This is an optimization exercise on Yosys and OpenROAD, whose aim is a short achievable clock period and few clock cycles, not a production implementation. Power is estimated from default activity; no workload was simulated.

== alpha ==
## TinyMIPS
module TinyMIPS(
    input  wire        clk,
    input  wire        rst,
    input  wire [15:0] data_fromRAM,
    output wire        wrEn,
    output wire [7:0]  addr_toRAM,
    output wire [15:0] data_toRAM
);
For scale: about 6100 cells after synthesis.
export LEC_CHECK = 0
export CAP_MARGIN = 20
export CORE_MARGIN = 2
export CORE_UTILIZATION = 50
export PLACE_DENSITY = 0.65
export SETUP_SLACK_MARGIN = 5
export SLEW_MARGIN = 20
export SYNTH_HIERARCHICAL = 1
create_clock -name core_clock -period 8.0 [get_ports {clk}]
standard.sh (not shown) runs the stock make flow with config.mk's settings and CLKGATE_MAP_FILE= SYNTH_SCRIPT=/design/flow/synth_recipe.tcl, a recipe that flattens the netlist after the stock synthesis.
==> flow/flow/run.sh <==
#!/bin/bash
# Standard layout, with the timing repair aiming at a larger setup margin.
bash standard.sh SETUP_SLACK_MARGIN=5.25 > standard_flow.log 2>&1
alpha was carried through to the last stage, and its layout satisfied the timing, DRC and antenna checks.
Modified inputs, beta compared to alpha
diff --git a/flow/design.v b/flow/design.v
--- a/flow/design.v
+++ b/flow/design.v
@@ -32,13 +32,13 @@
     reg         halted;
     reg         bv;         
     reg  [7:0]  bpc, btg;
     reg  [7:0]  cv;
     reg  [4:0]  ctag [0:7];
     reg  [15:0] cdat [0:7];
-    localparam QW = 52;
+    localparam QW = 60;
     reg  [QW-1:0] Q [0:3];
     reg  [3:0]  qh, qt, qn;
     wire        q_ne  = qn[0];
     wire        q_ge2 = qn[1];
     wire        q_ge3 = qn[2];
     wire        q_full = qn[3];
@@ -128,22 +128,22 @@
     wire        p_ok = pF & pH & ~LAbb;
     wire        p_bb = p_ok & (pSD[15:12] >= 4'd8) & (pSD[15:12] <= 4'd10) & pSD[5] & ~pBP;
     wire        wr_p = p_ok & ~r_bb;                     
     wire [17:0] r_pd, p_pd;
     predec u_pr (.w(ri),  .pd(r_pd));
     predec u_pp (.w(pSD), .pd(p_pd));
-    wire [QW-1:0] a_r = {ri,  rPC, rNX, r_pd, r_bb, rBP};
-    wire [QW-1:0] a_p = {pSD, pPC, pNX, p_pd, p_bb, pBP};
+    wire [QW-1:0] a_r = {rPC1,       ri,  rPC, rNX, r_pd, r_bb, rBP};
+    wire [QW-1:0] a_p = {pPC + 8'd1, pSD, pPC, pNX, p_pd, p_bb, pBP};
     wire [QW-1:0] q0;
     wire [15:0] rx, ry;
     wire        issue, x0, y0;
     wire [7:0]  e_wv = e_av | e_lv;
     dstage #(.QW(QW)) u_d (
         .q0e(Q[0]), .q1e(Q[1]), .q2e(Q[2]), .q3e(Q[3]), .qh(qh), .q_ne(q_ne), .halted(halted),
         .rf({RF[7], RF[6], RF[5], RF[4], RF[3], RF[2], RF[1], RF[0]}),
-        .rres(Rres), .lr(LR), .din(lres),
+        .rres(Rres), .lr(LR), .din(data_fromRAM),
         .rselv(rselv), .dselv(dselv), .lselv(lselv), .bxv(bxv),
         .ev(ev), .e_lv(e_lv), .e_wv(e_wv),
         .q0(q0), .rx(rx), .ry(ry), .issue(issue), .x0(x0), .y0(y0));
     wire [15:0] di   = q0[51:36];
     wire [7:0]  d_pc = q0[35:28];
     wire [7:0]  d_pn = q0[27:20];
@@ -163,14 +163,14 @@
     wire        d_halt = (dop >= 4'd11);
     wire        needx = q0[3];
     wire        needy = q0[2];
     wire        d_wr  = d_add | d_addi | d_cp | d_cpi;
     wire        d_long = d_ld | d_mul | d_srl;
     wire        d_ptk = d_br & (d_rb | d_bp);
-    wire [7:0]  d_pc1 = d_pc + 8'd1;
-    wire [7:0]  d_pc2 = d_pc + 8'd2;
+    wire [7:0]  d_pc1 = q0[59:52];
+    wire [7:0]  d_pc2 = d_pc1 + 8'd1;
     wire [7:0]  d_tgt, d_tgt1;
     add8m u_dt0 (.a(d_pc),  .b({{2{di[5]}}, di[5:0]}), .s(d_tgt));
     add8m u_dt1 (.a(d_pc1), .b({{2{di[5]}}, di[5:0]}), .s(d_tgt1));
     wire [2:0]  d_t0 = d_pc[2:0]  + di[2:0];
     wire [2:0]  d_t1 = d_pc1[2:0] + di[2:0];
     wire [7:0]  n_w1 = e_ok ? e_wv : 8'd0;                   
@@ -221,14 +221,14 @@
             end
         end
     end
     wire [17:0] b0_pd, b1_pd;
     predec u_pb0 (.w(b_w0), .pd(b0_pd));
     predec u_pb1 (.w(b_w1), .pd(b1_pd));
-    wire [QW-1:0] a_b0 = {b_w0, b_alt,  b_alt1, b0_pd, 2'b00};
-    wire [QW-1:0] a_b1 = {b_w1, b_alt1, b_alt2, b1_pd, 2'b00};
+    wire [QW-1:0] a_b0 = {b_alt1, b_w0, b_alt,  b_alt1, b0_pd, 2'b00};
+    wire [QW-1:0] a_b1 = {b_alt2, b_w1, b_alt1, b_alt2, b1_pd, 2'b00};
     wire        rsel = r_ok & ~misB;
     wire [QW-1:0] A0 = rsel ? a_r : (misB ? a_b0 : a_p);
     wire [QW-1:0] A1 = misB ? a_b1 : a_p;
     wire [1:0]  am  = misB ? {bf2, bf1} : e_halt_v ? 2'd0 :
                       {r_ok & p_ok, r_ok ^ p_ok};
     wire        drop = dropP & ~sq;                      
@@ -285,15 +285,15 @@
             if (bV & b_tk & b_bk) bv <= 1'b1;
             s1_av <= e_ok ? e_av : 8'd0;
             s1_lv <= e_ok ? e_lv : 8'd0;
             s2_lv <= s1_lv & ~(e_ok ? e_av : 8'd0);
             s3_lv <= s2_lv;
             rselv <= n_w1;
-            dselv <= ~n_w1 & n_l2;
+            dselv <= ~n_w1 & (s1_ld ? n_l2 : 8'd0);
             lselv <= ~n_w1 & ~n_l2 & s2_lv;
-            bxv   <= n_l1;
+            bxv   <= n_l1 | (~n_w1 & (s1_ld ? 8'd0 : n_l2));
         end
     end
     always @(posedge clk) begin
         pSD <= cdat[fi];
         rPC <= pPC;
         rPC1 <= pPC + 8'd1;
## What came out
Looking at the reports, beta completed the entire flow and the layout it produced met the timing, DRC and antenna checks. beta: maximum frequency is about 1.4% higher than what alpha reported. Delta (beta minus alpha): clock power climbed about 8%; wire length of the first global-routing pass picked up an extra 7.4%. Summary of the comparison: worst slack at placement is higher in beta, relative to alpha. NOTE area after synthesis alpha->beta increased by a few percent. ~same proportion of synthesized flip-flops having asynchronous set or reset in alpha and beta. [compare] base=alpha new=beta: static leakage now larger; arrival time of the worst setup path now smaller; total via count in the routed design now larger; portion of total power attributed to the clock network now smaller; die footprint now larger. On worst setup slack, beta does better than alpha. Run comparison: beta timing startpoint of the critical path pDO[9]$_DFF_P_; alpha timing startpoint of the critical path qh[2]$_SDFFE_PP0P_.
Function was not checked in any run of this note: the RTL went through the layout flow alone.

[re-timing with driven ports]
In the flow no input, the clock included, has a driving cell. The finished layouts below were timed again as built, in two steps. Step 1 sets driving cells, clkbuf_16 on the clock port and buf_2 on the other inputs (assumed; they add their load-dependent delay and slew). Step 2 times the ports against the registers' clock, not the clock port: input delays grow and output delays shrink by t, the midpoint of the rising clock arrivals with the driver on. Three values: no drivers, after step 1, after step 2; two values: the first two.
run	t, ns	setup slack, ns	pins driven straight from the clock port
alpha	0.821	5.028 / 5.028 / 4.436	1
beta	0.861	5.070 / 4.996 / 4.462	1
After both steps setup and hold are still met in every run listed. For beta, which loses most, drivers alone change the setup slack by -0.074 ns; drivers and shift together by -0.608 ns.
